Context: an optimization exercise on an open-source flow, tuned for small area, a short achievable clock period and few clock cycles per item. The choices shown serve that exercise and are no tape-out recipe. Function not checked in this run: the RTL went through the layout flow alone.

**design.v**
```verilog
`default_nettype none
module square_root32(
		input wire iCLOCK,
		input wire inRESET,
		input wire iDATA_REQ,
		output wire oDATA_BUSY,
		input wire [31:0] iDATA,
		output wire oDATA_VALID,
		input wire iDATA_BUSY,
		output wire [15:0] oDATA
	);
	reg b_skid_valid;
	reg [15:0] b_skid_data;
	reg b_out_valid;
	reg [15:0] b_out_data;
	wire adv = !b_skid_valid;
	reg b_v1;
	reg b_v2;
	reg b_v3;
	reg b_v4;
	reg b_v5;
	wire [31:0] x0;
	reg [0:0] q1;
	reg [1:0] r1;
	reg [29:0] x1;
	wire [1:0] q2;
	wire [2:0] r2;
	wire [27:0] x2;
	wire [2:0] q3;
	wire [3:0] r3;
	wire [25:0] x3;
	reg [3:0] q4;
	reg [4:0] r4;
	reg [23:0] x4;
	wire [4:0] q5;
	wire [5:0] r5;
	wire [21:0] x5;
	wire [5:0] q6;
	wire [6:0] r6;
	wire [19:0] x6;
	reg [6:0] q7;
	reg [7:0] r7;
	reg [17:0] x7;
	wire [7:0] q8;
	wire [8:0] r8;
	wire [15:0] x8;
	wire [8:0] q9;
	wire [9:0] r9;
	wire [13:0] x9;
	reg [9:0] q10;
	reg [10:0] r10;
	reg [11:0] x10;
	wire [10:0] q11;
	wire [11:0] r11;
	wire [9:0] x11;
	wire [11:0] q12;
	wire [12:0] r12;
	wire [7:0] x12;
	reg [12:0] q13;
	reg [13:0] r13;
	reg [5:0] x13;
	wire [13:0] q14;
	wire [14:0] r14;
	wire [3:0] x14;
	wire [14:0] q15;
	wire [15:0] r15;
	wire [1:0] x15;
	wire [15:0] q16;
	assign x0 = iDATA;
	wire ge0 = (x0[31:30] != 2'b00);
	always @(posedge iCLOCK) begin
		if (adv) begin
			q1 <= {ge0};
			r1 <= (ge0 ? (x0[31:30] - 2'd1) : x0[31:30]);
			x1 <= x0[29:0];
		end
	end
	wire [3:0] t1 = {r1, x1[29:28]};
	wire [4:0] d1 = {1'b0, t1} - {2'b00, q1, 2'b01};
	wire ge1 = !d1[4];
	assign q2 = {q1, ge1};
	assign r2 = (ge1 ? d1[2:0] : t1[2:0]);
	assign x2 = x1[27:0];
	wire [4:0] t2 = {r2, x2[27:26]};
	wire [5:0] d2 = {1'b0, t2} - {2'b00, q2, 2'b01};
	wire ge2 = !d2[5];
	assign q3 = {q2, ge2};
	assign r3 = (ge2 ? d2[3:0] : t2[3:0]);
	assign x3 = x2[25:0];
	wire [5:0] t3 = {r3, x3[25:24]};
	wire [6:0] d3 = {1'b0, t3} - {2'b00, q3, 2'b01};
	wire ge3 = !d3[6];
	always @(posedge iCLOCK) begin
		if (adv) begin
			q4 <= {q3, ge3};
			r4 <= (ge3 ? d3[4:0] : t3[4:0]);
			x4 <= x3[23:0];
		end
	end
	wire [6:0] t4 = {r4, x4[23:22]};
	wire [7:0] d4 = {1'b0, t4} - {2'b00, q4, 2'b01};
	wire ge4 = !d4[7];
	assign q5 = {q4, ge4};
	assign r5 = (ge4 ? d4[5:0] : t4[5:0]);
	assign x5 = x4[21:0];
	wire [7:0] t5 = {r5, x5[21:20]};
	wire [8:0] d5 = {1'b0, t5} - {2'b00, q5, 2'b01};
	wire ge5 = !d5[8];
	assign q6 = {q5, ge5};
	assign r6 = (ge5 ? d5[6:0] : t5[6:0]);
	assign x6 = x5[19:0];
	wire [8:0] t6 = {r6, x6[19:18]};
	wire [9:0] d6 = {1'b0, t6} - {2'b00, q6, 2'b01};
	wire ge6 = !d6[9];
	always @(posedge iCLOCK) begin
		if (adv) begin
			q7 <= {q6, ge6};
			r7 <= (ge6 ? d6[7:0] : t6[7:0]);
			x7 <= x6[17:0];
		end
	end
	wire [9:0] t7 = {r7, x7[17:16]};
	wire [10:0] d7 = {1'b0, t7} - {2'b00, q7, 2'b01};
	wire ge7 = !d7[10];
	assign q8 = {q7, ge7};
	assign r8 = (ge7 ? d7[8:0] : t7[8:0]);
	assign x8 = x7[15:0];
	wire [10:0] t8 = {r8, x8[15:14]};
	wire [11:0] d8 = {1'b0, t8} - {2'b00, q8, 2'b01};
	wire ge8 = !d8[11];
	assign q9 = {q8, ge8};
	assign r9 = (ge8 ? d8[9:0] : t8[9:0]);
	assign x9 = x8[13:0];
	wire [11:0] t9 = {r9, x9[13:12]};
	wire [12:0] d9 = {1'b0, t9} - {2'b00, q9, 2'b01};
	wire ge9 = !d9[12];
	always @(posedge iCLOCK) begin
		if (adv) begin
			q10 <= {q9, ge9};
			r10 <= (ge9 ? d9[10:0] : t9[10:0]);
			x10 <= x9[11:0];
		end
	end
	wire [12:0] t10 = {r10, x10[11:10]};
	wire [13:0] d10 = {1'b0, t10} - {2'b00, q10, 2'b01};
	wire ge10 = !d10[13];
	assign q11 = {q10, ge10};
	assign r11 = (ge10 ? d10[11:0] : t10[11:0]);
	assign x11 = x10[9:0];
	wire [13:0] t11 = {r11, x11[9:8]};
	wire [14:0] d11 = {1'b0, t11} - {2'b00, q11, 2'b01};
	wire ge11 = !d11[14];
	assign q12 = {q11, ge11};
	assign r12 = (ge11 ? d11[12:0] : t11[12:0]);
	assign x12 = x11[7:0];
	wire [14:0] t12 = {r12, x12[7:6]};
	wire [15:0] d12 = {1'b0, t12} - {2'b00, q12, 2'b01};
	wire ge12 = !d12[15];
	always @(posedge iCLOCK) begin
		if (adv) begin
			q13 <= {q12, ge12};
			r13 <= (ge12 ? d12[13:0] : t12[13:0]);
			x13 <= x12[5:0];
		end
	end
	wire [15:0] t13 = {r13, x13[5:4]};
	wire [16:0] d13 = {1'b0, t13} - {2'b00, q13, 2'b01};
	wire ge13 = !d13[16];
	assign q14 = {q13, ge13};
	assign r14 = (ge13 ? d13[14:0] : t13[14:0]);
	assign x14 = x13[3:0];
	wire [16:0] t14 = {r14, x14[3:2]};
	wire [17:0] d14 = {1'b0, t14} - {2'b00, q14, 2'b01};
	wire ge14 = !d14[17];
	assign q15 = {q14, ge14};
	assign r15 = (ge14 ? d14[15:0] : t14[15:0]);
	assign x15 = x14[1:0];
	wire [17:0] t15 = {r15, x15[1:0]};
	wire [18:0] d15 = {1'b0, t15} - {2'b00, q15, 2'b01};
	wire ge15 = !d15[18];
	wire [15:0] res = {q15, ge15};
	always @(posedge iCLOCK or negedge inRESET) begin
		if (!inRESET) b_v1 <= 1'b0;
		else if (adv) b_v1 <= iDATA_REQ;
	end
	always @(posedge iCLOCK or negedge inRESET) begin
		if (!inRESET) b_v2 <= 1'b0;
		else if (adv) b_v2 <= b_v1;
	end
	always @(posedge iCLOCK or negedge inRESET) begin
		if (!inRESET) b_v3 <= 1'b0;
		else if (adv) b_v3 <= b_v2;
	end
	always @(posedge iCLOCK or negedge inRESET) begin
		if (!inRESET) b_v4 <= 1'b0;
		else if (adv) b_v4 <= b_v3;
	end
	always @(posedge iCLOCK or negedge inRESET) begin
		if (!inRESET) b_v5 <= 1'b0;
		else if (adv) b_v5 <= b_v4;
	end
	wire out_free = !b_out_valid || !iDATA_BUSY;
	always @(posedge iCLOCK or negedge inRESET) begin
		if (!inRESET) begin
			b_out_valid <= 1'b0;
			b_skid_valid <= 1'b0;
		end else if (out_free) begin
			b_out_valid <= b_skid_valid || b_v5;
			b_skid_valid <= 1'b0;
		end else if (!b_skid_valid) begin
			b_skid_valid <= b_v5;
		end
	end
	always @(posedge iCLOCK) begin
		if (out_free) b_out_data <= b_skid_valid ? b_skid_data : res;
		if (!b_skid_valid) b_skid_data <= res;
	end
	assign oDATA_BUSY = b_skid_valid;
	assign oDATA_VALID = b_out_valid;
	assign oDATA = b_out_data;
endmodule
`default_nettype wire
```
**run.sh**
```bash
#!/bin/bash
# synth_recipe.tcl (not shown) runs the flow's synth.tcl, then flattens the netlist and writes it again
# the make line also repeats each setting of config.mk as NAME=value (left out here)
make -C /OpenROAD-flow-scripts/flow DESIGN_CONFIG=/design/flow/config.mk WORK_HOME=/design/flow/orfs CLKGATE_MAP_FILE= SYNTH_SCRIPT=/design/flow/synth_recipe.tcl finish
```
**config.mk**
```make
export PLATFORM = sky130hd
export DESIGN_NAME = square_root32
export DESIGN_NICKNAME = square_root32
export VERILOG_FILES = /design/flow/design.v
export SDC_FILE = /design/flow/constraint.sdc
export NUM_CORES = 4
export LEC_CHECK = 0
export ABC_CLOCK_PERIOD_IN_PS = 2000
export CAP_MARGIN = 20
export CORE_MARGIN = 2
export CORE_UTILIZATION = 40
export SLEW_MARGIN = 20
```
**constraint.sdc**
```tcl
create_clock -name core_clock -period 15.0 [get_ports {iCLOCK}]
set_input_delay 3.0000 -clock core_clock [delete_from_list [all_inputs] [get_ports {iCLOCK}]]
set_output_delay 3.0000 -clock core_clock [all_outputs]
set_load 0.01 [all_outputs]
```
==> flow_summary.toml <==
[critical_path]
crit_top_cell = "a21o_1"
slowest_stage = "a2111oi_4"
path_buf_inv = 3
crit_family = "compound AO/OA/AOI/OAI gates"
reg2reg_depth = 25
arrival_ps = 8100
r2r_slack_ps = 7190
r2r_start = "q10[9]$_DFFE_PN_"
required_ps = 15290
crit_type = "reg2reg"
cp-start-kind = "flip-flop"
timing.rr.end = "r13[11]$_DFFE_PN_"
crit_path_end_kind = "flip-flop"
critical-path-max-stage-delay_ps = 920
cp_max_fo = 19

[yosys]
ys_warn_count = 1
syn_inst = 1265
ys_types = 75
ys_top_cells_by_count = "edfxtp_1, ha_1, a21oi_1, nand2_1, inv_1"
syn_nets = 1434
synth-seq-area-share_pct = 44.8
synthArstFlopShare_pct = 3.43
ys_seq_elements = 204
ys.flop_type = "edfxtp_1"
synth_largest_area_cell = "edfxtp_1"
synth-edff-count = 181
synth.top_cell.area_share_pct = 41.1
syn-cell-area_um2 = 13200
syn_avg_cell_area_um2 = 10.5
synth_most_common_cell = "edfxtp_1"
synth_area_leaders = "edfxtp_1, ha_1, xnor2_1"

[floorplan]
die_w_um = 186
die-area_um2 = 34600
rows = 66
start_util_pct = 40.7
core-area_um2 = 32500
io_pins = 54
die_h_um = 186

[layout]
area_growth_pct = 14.7
final_cells = 1791
drive_gt1_share_pct = 8.45
design_area_um2 = 15200
fillers = 3052
nets = 1499
n_antenna_cell = 0

[timing]
rsz0062_at_grt = "no"
slew_headroom_pct = 28.2
skew_ps = 31.6
slew_viol_final = 0
finalSetupTns_ps = 0
final-hold-violation-count = 0
max_freq_mhz = 128
period_needed_ps = 7810
layout_worst_path_cycle_share_pct = 52.0
tightestPinTransition_ps = 1080
finalSetupViolations = 0

[grt]
grt-ovfl-total = 0
grt_pass1_wl_um = 45700
antenna_found_initial = 0
grt_max_degree = 86
grt_pass1_vias = 9117
grt_use_total_pct = 16.5

[routing]
drt-total-wl_um = 27800
vias = 9462
drc = 0
avgRoutedWirePerCell_um = 15.5
vias_per_cell = 5.28
drt-initial-drc-count = 503
drtAntennaViolNets = 0
drt-pass1-iter-count = 5

[cts]
clk_latency_ps = 550
clock_sink_count = 204
cts_made_buffers = 25
cts_tree = "yes"
ctsRootBufferMaster = "clkbuf_16"
post-cts-setup-buffers = 0
cts.hold.buffers_added = 0
clockBufferDepth = 3
cts_resized = 0
clk_pin_slew_ps = 60
ctsHtreeMaxLevel = 1

[place]
place_area_um2 = 14300
hpwl_um = 21000
gp_congestion = 0.872
place_inst = 1745
portBuffers = 53

[status]
status = "no timing/DRC/antenna violations"

[job]
cap_violations = 0

[worst_hold_path]
hold_path.class = "reg2reg"
hold_depth = 0
worstHoldStart = "x4[0]$_DFFE_PN_"
min_to = "x7[0]$_DFFE_PN_"
==> state kept, by name, indices dropped and copies added (netlist names), 12 cells and up <==
| name | cells |
|---|---|
| x10 | 12 |
| r13 | 14 |
| x1 | 30 |
| x4 | 24 |
| x7 | 18 |
| q13 | 13 |
| b_out_data | 16 |
| b_skid_data | 16 |
==> cells by family (layout without fill, tap and decap cells) <==
group,Yosys count,count (layout),synth area share (%)
flip-flops,204,204,44.8
multiplexers,46,46,3.91
adder cells (fa/ha/maj),133,133,12.6
AND/OR/NAND/NOR,330,330,12.0
buffers and inverters,118,202,3.39
AO/OA/AOI/OAI,339,339,17.0
XOR/XNOR,95,95,6.28
==> per-layer routing <==
metal	vias up	share of wire (%)	global-route usage (%)
li1	4822	-	-
met1	4444	48	22.6
met2	156	45	27.2
met3	40	3.5	2.02
met4	0	2.6	5.61
met5	-	0	0
==> worst max path at each step <==
stage          cells past startpoint           endpoint  slack [ps]             start
6_report                          25  r13[11]$_DFFE_PN_        7190  q10[9]$_DFFE_PN_
5_1_grt                           25  r13[11]$_DFFE_PN_        6640  q10[9]$_DFFE_PN_
4_1_cts                           25  r13[11]$_DFFE_PN_        7200  q10[9]$_DFFE_PN_
3_5_place_dp                      25  r13[11]$_DFFE_PN_        7220  q10[0]$_DFFE_PN_
3_3_place_gp                      25  r13[12]$_DFFE_PN_        7380  q10[9]$_DFFE_PN_
2_1_floorplan                     26  r13[12]$_DFFE_PN_        8490  q10[9]$_DFFE_PN_
==> cells in the final DEF (no fill, tap or decap), drive strengths merged, types with 26 or more instances in the layout <==
cell           synthesis  final
xor2                  34     34
xnor2                 61     61
clkbuf                17     32
a21o                  38     38
clkdlybuf4s50          0     53
o21ai                 73     73
nor3                  26     26
nand2                101    101
edfxtp               181    181
nor2                  92     92
ha                   133    133
inv                   97    101
a21oi                 99     99
mux2                  37     37
==> layout make-up <==
cell class | instances | area (µm²) | share of cell area, %
flip-flops and latches | 204 | 5930 | 39.0
repair buffers | 58 | 568 | 3.74
multi-input cells | 943 | 6860 | 45.2
clock buffers | 32 | 726 | 4.78
inverters | 98 | 377 | 2.48
clock inverters | 14 | 174 | 1.14
well taps | 442 | 553 | 3.64
==> stage by stage <==
step | setup slack (ps) | utilization [%] | hold slack, ps
3_3_place_gp | 7380 | 43.9 | 403
2_1_floorplan | 8490 | - | 400
5_1_grt | 6640 | 46.7 | 419
4_1_cts | 7200 | 46.7 | 418
3_5_place_dp | 7220 | 43.9 | 405
6_report | 7190 | 46.7 | 416

-- re-timing with driven ports --
Ports are ideal in the flow. The routed layout listed here was re-timed in OpenROAD. Step 1 assumes that a clkbuf_16 drives the clock port and a buf_2 every other input. Step 2 also shifts input and output timing later by t, the mid clock arrival at the registers, as if the neighbouring blocks saw the same clock. a / b / c = no drivers / after step 1 / after step 2; a / b = the first two.
shift t [ns]: 0.580
setup WS [ns]: 7.195 / 7.195 / 7.195
slew at the worst register clock pin (ns): 0.06 / 0.06
After both steps setup and hold are still met in this run. The setup slack of this run moves by 0.000 ns with the drivers and by 0.000 ns with both steps.
